From an optimization exercise on the open Yosys and OpenROAD flow, aimed at small area; shortcuts taken in it are not production practice. Only simulation tests tie the RTL to the original design; equivalence was not proved.

## eth_rx
module eth_rx (
    input wire i_clk,
    input wire i_reset,
    input wire [31:0] i_xver_rx_data,
    output logic [31:0] m00_axis_tdata,
    output logic [3:0] m00_axis_tkeep,
    output logic m00_axis_tvalid,
    output logic m00_axis_tlast,
    output logic m00_axis_tuser
);
Settings: LEC_CHECK=0, CAP_MARGIN=0, CORE_MARGIN=2, CORE_UTILIZATION=40, CTS_BUF_LIST=sky130_fd_sc_hd__clkbuf_8, CTS_CLUSTER_DIAMETER=60, CTS_CLUSTER_SIZE=20, GPL_TIMING_DRIVEN=0, SLEW_MARGIN=0; clock period 6.5 ns.
standard.sh (not shown) runs the stock make flow with config.mk's settings and CLKGATE_MAP_FILE= SYNTH_SCRIPT=/design/flow/synth_recipe.tcl, a recipe that flattens the netlist after the stock synthesis.
==> flow/flow/run.sh <==
#!/bin/bash
# Layout flow: the standard flow (standard.sh, the ORFS make targets), with
#  - ABC run with an area-oriented mapping script (flow/abc_speed.script:
#    choice-based structural rewriting and area-recovering mapping, no
#    buffering/upsizing; the repair steps after placement fix any timing);
#    everything else in synthesis is the standard one, so the registers
#    are the standard synthesis's;
#  - CTS without dummy load cells;
#  - the smallest buffer on every input and output port.
# Each tool's log is in orfs/logs/; this script's own output is in flow.log.
set -euo pipefail
W=$(pwd)
{
  echo "copying ORFS scripts to $W/scripts_mod"
  rm -rf "$W/scripts_mod"
  cp -r "$FLOW_HOME/scripts" "$W/scripts_mod"
  cp "$W/flow/abc_speed.script" "$W/scripts_mod/abc_speed.script"
  bash "$W/standard.sh" \
    "SCRIPTS_DIR=$W/scripts_mod" \
    "CTS_ARGS=-sink_clustering_enable -repair_clock_nets -dont_use_dummy_load -buf_list sky130_fd_sc_hd__clkbuf_8 -sink_clustering_size 20 -sink_clustering_max_diameter 60" \
    "BUFFER_PORTS_ARGS=-buffer_cell sky130_fd_sc_hd__buf_1" \
    finish
} > "$W/flow.log" 2>&1
==> flow/flow/abc_speed.script <==
&get -n
&st
&dch -f
&nf -R 1000
&st
&dch -f
&nf -R 1000
&st
&dch -f
&nf -R 1000
&st
&dch -f
&nf -R 1000
&put
strash
dch -f
amap -m
topo
stime -c
dnsize -c
The starting point passed the timing, DRC and antenna checks.
Next try:
--- a/flow/flow/run.sh
+++ b/flow/flow/run.sh
@@ -3,5 +3,6 @@
-#  - ABC run with an area-oriented mapping script (flow/abc_speed.script:
-#    choice-based structural rewriting and area-recovering mapping, no
-#    buffering/upsizing; the repair steps after placement fix any timing);
-#    everything else in synthesis is the standard one, so the registers
-#    are the standard synthesis's;
+#  - ABC run with an area-oriented script (flow/abc_speed.script): AIG
+#    resynthesis (&deepsyn), choice-based rewriting with area-recovering
+#    mapping (&dch/&nf), then area-only standard-cell mapping (amap); no
+#    buffering/upsizing in ABC, the repair steps after placement fix timing.
+#    Everything else in synthesis is the standard one, so the registers are
+#    the standard synthesis's;
--- a/flow/flow/abc_speed.script
+++ b/flow/flow/abc_speed.script
@@ -2,0 +3 @@
+&deepsyn -T 60
@@ -15,3 +15,0 @@
-strash
-dch -f
-amap -m
Settings changed: GPL_TIMING_DRIVEN 0 to default.
Cell area fell by about 2.1%. Global-route usage fell by 3.1 points. Critical path depth fell by 4.
Next try:
--- a/flow/flow/abc_speed.script
+++ b/flow/flow/abc_speed.script
@@ -15,0 +16,3 @@
+strash
+dch -f
+amap -m
- routed wire length rose by 25%
- global-route usage came out higher by 5.4 points
- sequential share of layout area is higher by 0.27 points
- clock skew went down by 15 ps
- core utilization rises by 0.64 points
- design area went down by 0.66%
- register-to-register slack loses 370 ps
- die area went down by 0.94%
Next try:
--- a/flow/flow/run.sh
+++ b/flow/flow/run.sh
@@ -21 +21 @@
-    "CTS_ARGS=-sink_clustering_enable -repair_clock_nets -dont_use_dummy_load -buf_list sky130_fd_sc_hd__clkbuf_8 -sink_clustering_size 20 -sink_clustering_max_diameter 60" \
+    "CTS_ARGS=-sink_clustering_enable -repair_clock_nets -dont_use_dummy_load -buf_list sky130_fd_sc_hd__clkbuf_16 -sink_clustering_size 40 -sink_clustering_max_diameter 80" \
Settings changed: GPL_TIMING_DRIVEN from default to 0.
Worst setup slack loses 780 ps.
Utilization decreases by 0.24 points.
Final cell count went down by about 1.5%.
Via count is lower by about 2.5%.
Clock skew goes down by 27 ps.
Hold slack improved by 21 ps.
Clock-buffer cell count is lower by 9.
Next try:
--- a/flow/flow/run.sh
+++ b/flow/flow/run.sh
@@ -21 +21 @@
-    "CTS_ARGS=-sink_clustering_enable -repair_clock_nets -dont_use_dummy_load -buf_list sky130_fd_sc_hd__clkbuf_16 -sink_clustering_size 40 -sink_clustering_max_diameter 80" \
+    "CTS_ARGS=-sink_clustering_enable -repair_clock_nets -dont_use_dummy_load -buf_list sky130_fd_sc_hd__clkbuf_8 -sink_clustering_size 20 -sink_clustering_max_diameter 60" \
After rerunning: The changed run completed without violations; global-route usage increases by 0.18 points; synthesized area stays the same; register-to-register slack is worse by 30 ps; die area is unchanged; hold slack is worse by 41 ps; core utilization decreases by 0.18 points.

* * *

== v10 ==
Another version of the RTL of eth_rx (not shown whole).
Size: ~2000 cells after synthesis, roughly 0.016 mm^2 of cells after synthesis.
Settings: LEC_CHECK=0, CAP_MARGIN=0, CORE_MARGIN=2, CORE_UTILIZATION=40, CTS_BUF_LIST=sky130_fd_sc_hd__clkbuf_8, CTS_CLUSTER_DIAMETER=60, CTS_CLUSTER_SIZE=20, GPL_TIMING_DRIVEN=0, SLEW_MARGIN=0; clock period 6.5 ns.
==> flow/flow/run.sh <==
#!/bin/bash
# Layout flow: the standard flow (standard.sh, the ORFS make targets), with
#  - ABC run with an area-oriented mapping script (flow/abc_speed.script:
#    choice-based structural rewriting and area-recovering mapping, no
#    buffering/upsizing; the repair steps after placement fix any timing);
#    everything else in synthesis is the standard one, so the registers
#    are the standard synthesis's;
#  - CTS without dummy load cells;
#  - the smallest buffer on every input and output port.
# Each tool's log is in orfs/logs/; this script's own output is in flow.log.
set -euo pipefail
W=$(pwd)
{
  echo "copying ORFS scripts to $W/scripts_mod"
  rm -rf "$W/scripts_mod"
  cp -r "$FLOW_HOME/scripts" "$W/scripts_mod"
  cp "$W/flow/abc_speed.script" "$W/scripts_mod/abc_speed.script"
  bash "$W/standard.sh" \
    "SCRIPTS_DIR=$W/scripts_mod" \
    "CTS_ARGS=-sink_clustering_enable -repair_clock_nets -dont_use_dummy_load -buf_list sky130_fd_sc_hd__clkbuf_8 -sink_clustering_size 20 -sink_clustering_max_diameter 60" \
    "BUFFER_PORTS_ARGS=-buffer_cell sky130_fd_sc_hd__buf_1" \
    finish
} > "$W/flow.log" 2>&1
==> flow/flow/abc_speed.script <==
&get -n
&st
&dch -f
&nf -R 1000
&st
&dch -f
&nf -R 1000
&st
&dch -f
&nf -R 1000
&st
&dch -f
&nf -R 1000
&put
strash
dch -f
amap -m
topo
stime -c
dnsize -c
Having completed the whole flow, v10 delivered a layout that passed the timing, DRC and antenna checks.
### v10 -> v20
Settings: a deleted GPL_TIMING_DRIVEN that had been 0.
==> flow/run.sh (new file) <==
#!/bin/bash
# synth_recipe.tcl (not shown) runs the flow's synth.tcl, then flattens the netlist and writes it again
# the make line also repeats each setting of config.mk as NAME=value (left out here)
make -C /OpenROAD-flow-scripts/flow DESIGN_CONFIG=/design/flow/config.mk WORK_HOME=/design/flow/orfs CLKGATE_MAP_FILE= SYNTH_SCRIPT=/design/flow/synth_recipe.tcl finish
removed: flow/flow/run.sh
removed: flow/flow/abc_speed.script
removed: flow/standard.sh
--- outcome ---
Route | v20 vs v10 | wire shorter in v20. Per the comparison of v20 with v10, total of cells resized after clock tree synthesis lower; design area higher. v20 vs v10, startpoint of the most critical setup path: u_rx_gearbox.half_slip$_SDFFE_PP0N_ vs u_rx.prev_full$_DFFE_PP_.
Modified inputs, v45 compared to v20
Settings: an added GPL_TIMING_DRIVEN of 0.
==> flow/flow/run.sh (new file) <==
#!/bin/bash
# Layout flow: the standard flow (standard.sh, the ORFS make targets), with
#  - ABC run with an area-oriented mapping script (flow/abc_speed.script:
#    choice-based structural rewriting and area-recovering mapping, no
#    buffering/upsizing; the repair steps after placement fix any timing);
#    everything else in synthesis is the standard one, so the registers
#    are the standard synthesis's;
#  - CTS without dummy load cells;
#  - the smallest buffer on every input and output port.
# Each tool's log is in orfs/logs/; this script's own output is in flow.log.
set -euo pipefail
W=$(pwd)
{
  echo "copying ORFS scripts to $W/scripts_mod"
  rm -rf "$W/scripts_mod"
  cp -r "$FLOW_HOME/scripts" "$W/scripts_mod"
  cp "$W/flow/abc_speed.script" "$W/scripts_mod/abc_speed.script"
  bash "$W/standard.sh" \
    "SCRIPTS_DIR=$W/scripts_mod" \
    "CTS_ARGS=-sink_clustering_enable -repair_clock_nets -dont_use_dummy_load -buf_list sky130_fd_sc_hd__clkbuf_8 -sink_clustering_size 20 -sink_clustering_max_diameter 60" \
    "BUFFER_PORTS_ARGS=-buffer_cell sky130_fd_sc_hd__buf_1" \
    finish
} > "$W/flow.log" 2>&1
==> flow/flow/abc_speed.script (new file) <==
&get -n
&st
&dch -f
&nf -R 1000
&st
&dch -f
&nf -R 1000
&st
&dch -f
&nf -R 1000
&st
&dch -f
&nf -R 1000
&put
topo
stime -c
dnsize -c
==> flow/standard.sh (new file) <==
#!/bin/bash
# synth_recipe.tcl (not shown) runs the flow's synth.tcl, then flattens the netlist and writes it again
# the make line also repeats each setting of config.mk as NAME=value (left out here)
make -C /OpenROAD-flow-scripts/flow DESIGN_CONFIG=/design/flow/config.mk WORK_HOME=/design/flow/orfs CLKGATE_MAP_FILE= SYNTH_SCRIPT=/design/flow/synth_recipe.tcl "${@:-finish}"
removed: flow/run.sh
[summary]
v45 finished end to end and its layout was clean on timing, DRC and antenna. Going from v20 to v45, total core area shrinks by 12%. v45 vs. v20: post-synthesis share of cell area spent on xor and xnor gates fell 2.7 points. v20 → v45: global-route usage has remained practically unchanged; synthesized-area fraction occupied by and/or/nand/nor cells has increased; placed wire-length estimate has decreased; fmax has decreased. Layout overhead on the synthesized area: v45 higher than v20. Compared with v20, v45 shows count of filler cells inserted in the layout that has gone down by a little under 10%. In v45, setup slack is lower than in v20.
### v45 -> v31
Settings: a deleted GPL_TIMING_DRIVEN that had been 0.
--- a/flow/flow/abc_speed.script
+++ b/flow/flow/abc_speed.script
@@ -13,4 +13,7 @@
 &nf -R 1000
 &put
+strash
+dch -f
+amap -m
 topo
 stime -c
### Flow results
Looking at capture point of the critical path, the u_rx_gearbox.o_data[15]$_DFF_P_ result is from v45; the xgmii_rx_data[18]$_DFF_P_ one comes from v31. Going from v45 to v31, die area shows a reduction of about 2%, fraction of met3 tracks used by global routing shows an increase of 0.95 points. Per-cell via count in the routed design: v31 and v45 compared, higher one is v31. Maximum fanout along the worst path for v31 is lower than for v45. Aggregate routed wire length: v31 > v45. v31 reached the end of the flow, and the finished layout is clean on the timing, DRC and antenna checks. v45 completed; timing, DRC and antenna clean. Taking v31 over v45, the via count ratio works out to 1.2.

[re-timing with driven ports]
In the flow no input, the clock included, has a driving cell. The finished layouts below were timed again as built, in two steps. Step 1 sets driving cells, clkbuf_16 on the clock port and buf_2 on the other inputs (assumed; they add their load-dependent delay and slew). Step 2 adds t to the input delays and takes it off the output delays; t is the mean of the earliest and latest rising clock arrival at the registers after step 1. Input paths then give back, and output paths get back, about the clock's delay inside the block. Three values: no drivers, after step 1, after step 2; two values: the first two.
| run | t, ns | setup WS [ns] | cell pins on the clock port's net |
|---|---|---|---|
| the first run of note 1 | 0.634 | 0.614 / 0.614 / 0.614 | 1 |
| the second run of note 1 | 0.627 | 1.561 / 1.561 / 1.561 | 1 |
| the third run of note 1 | 0.640 | 1.192 / 1.192 / 1.192 | 1 |
| the fourth run of note 1 | 0.570 | 0.407 / 0.407 / 0.407 | 1 |
| the fifth run of note 1 | 0.644 | 0.373 / 0.373 / 0.373 | 1 |
| v10 | 0.644 | 0.408 / 0.408 / 0.408 | 1 |
| v20 | 0.683 | 2.049 / 2.049 / 2.049 | 1 |
| v45 | 0.649 | 0.678 / 0.678 / 0.678 | 1 |
| v31 | 0.657 | 0.734 / 0.734 / 0.734 | 1 |
After both steps every run listed still meets setup and hold.
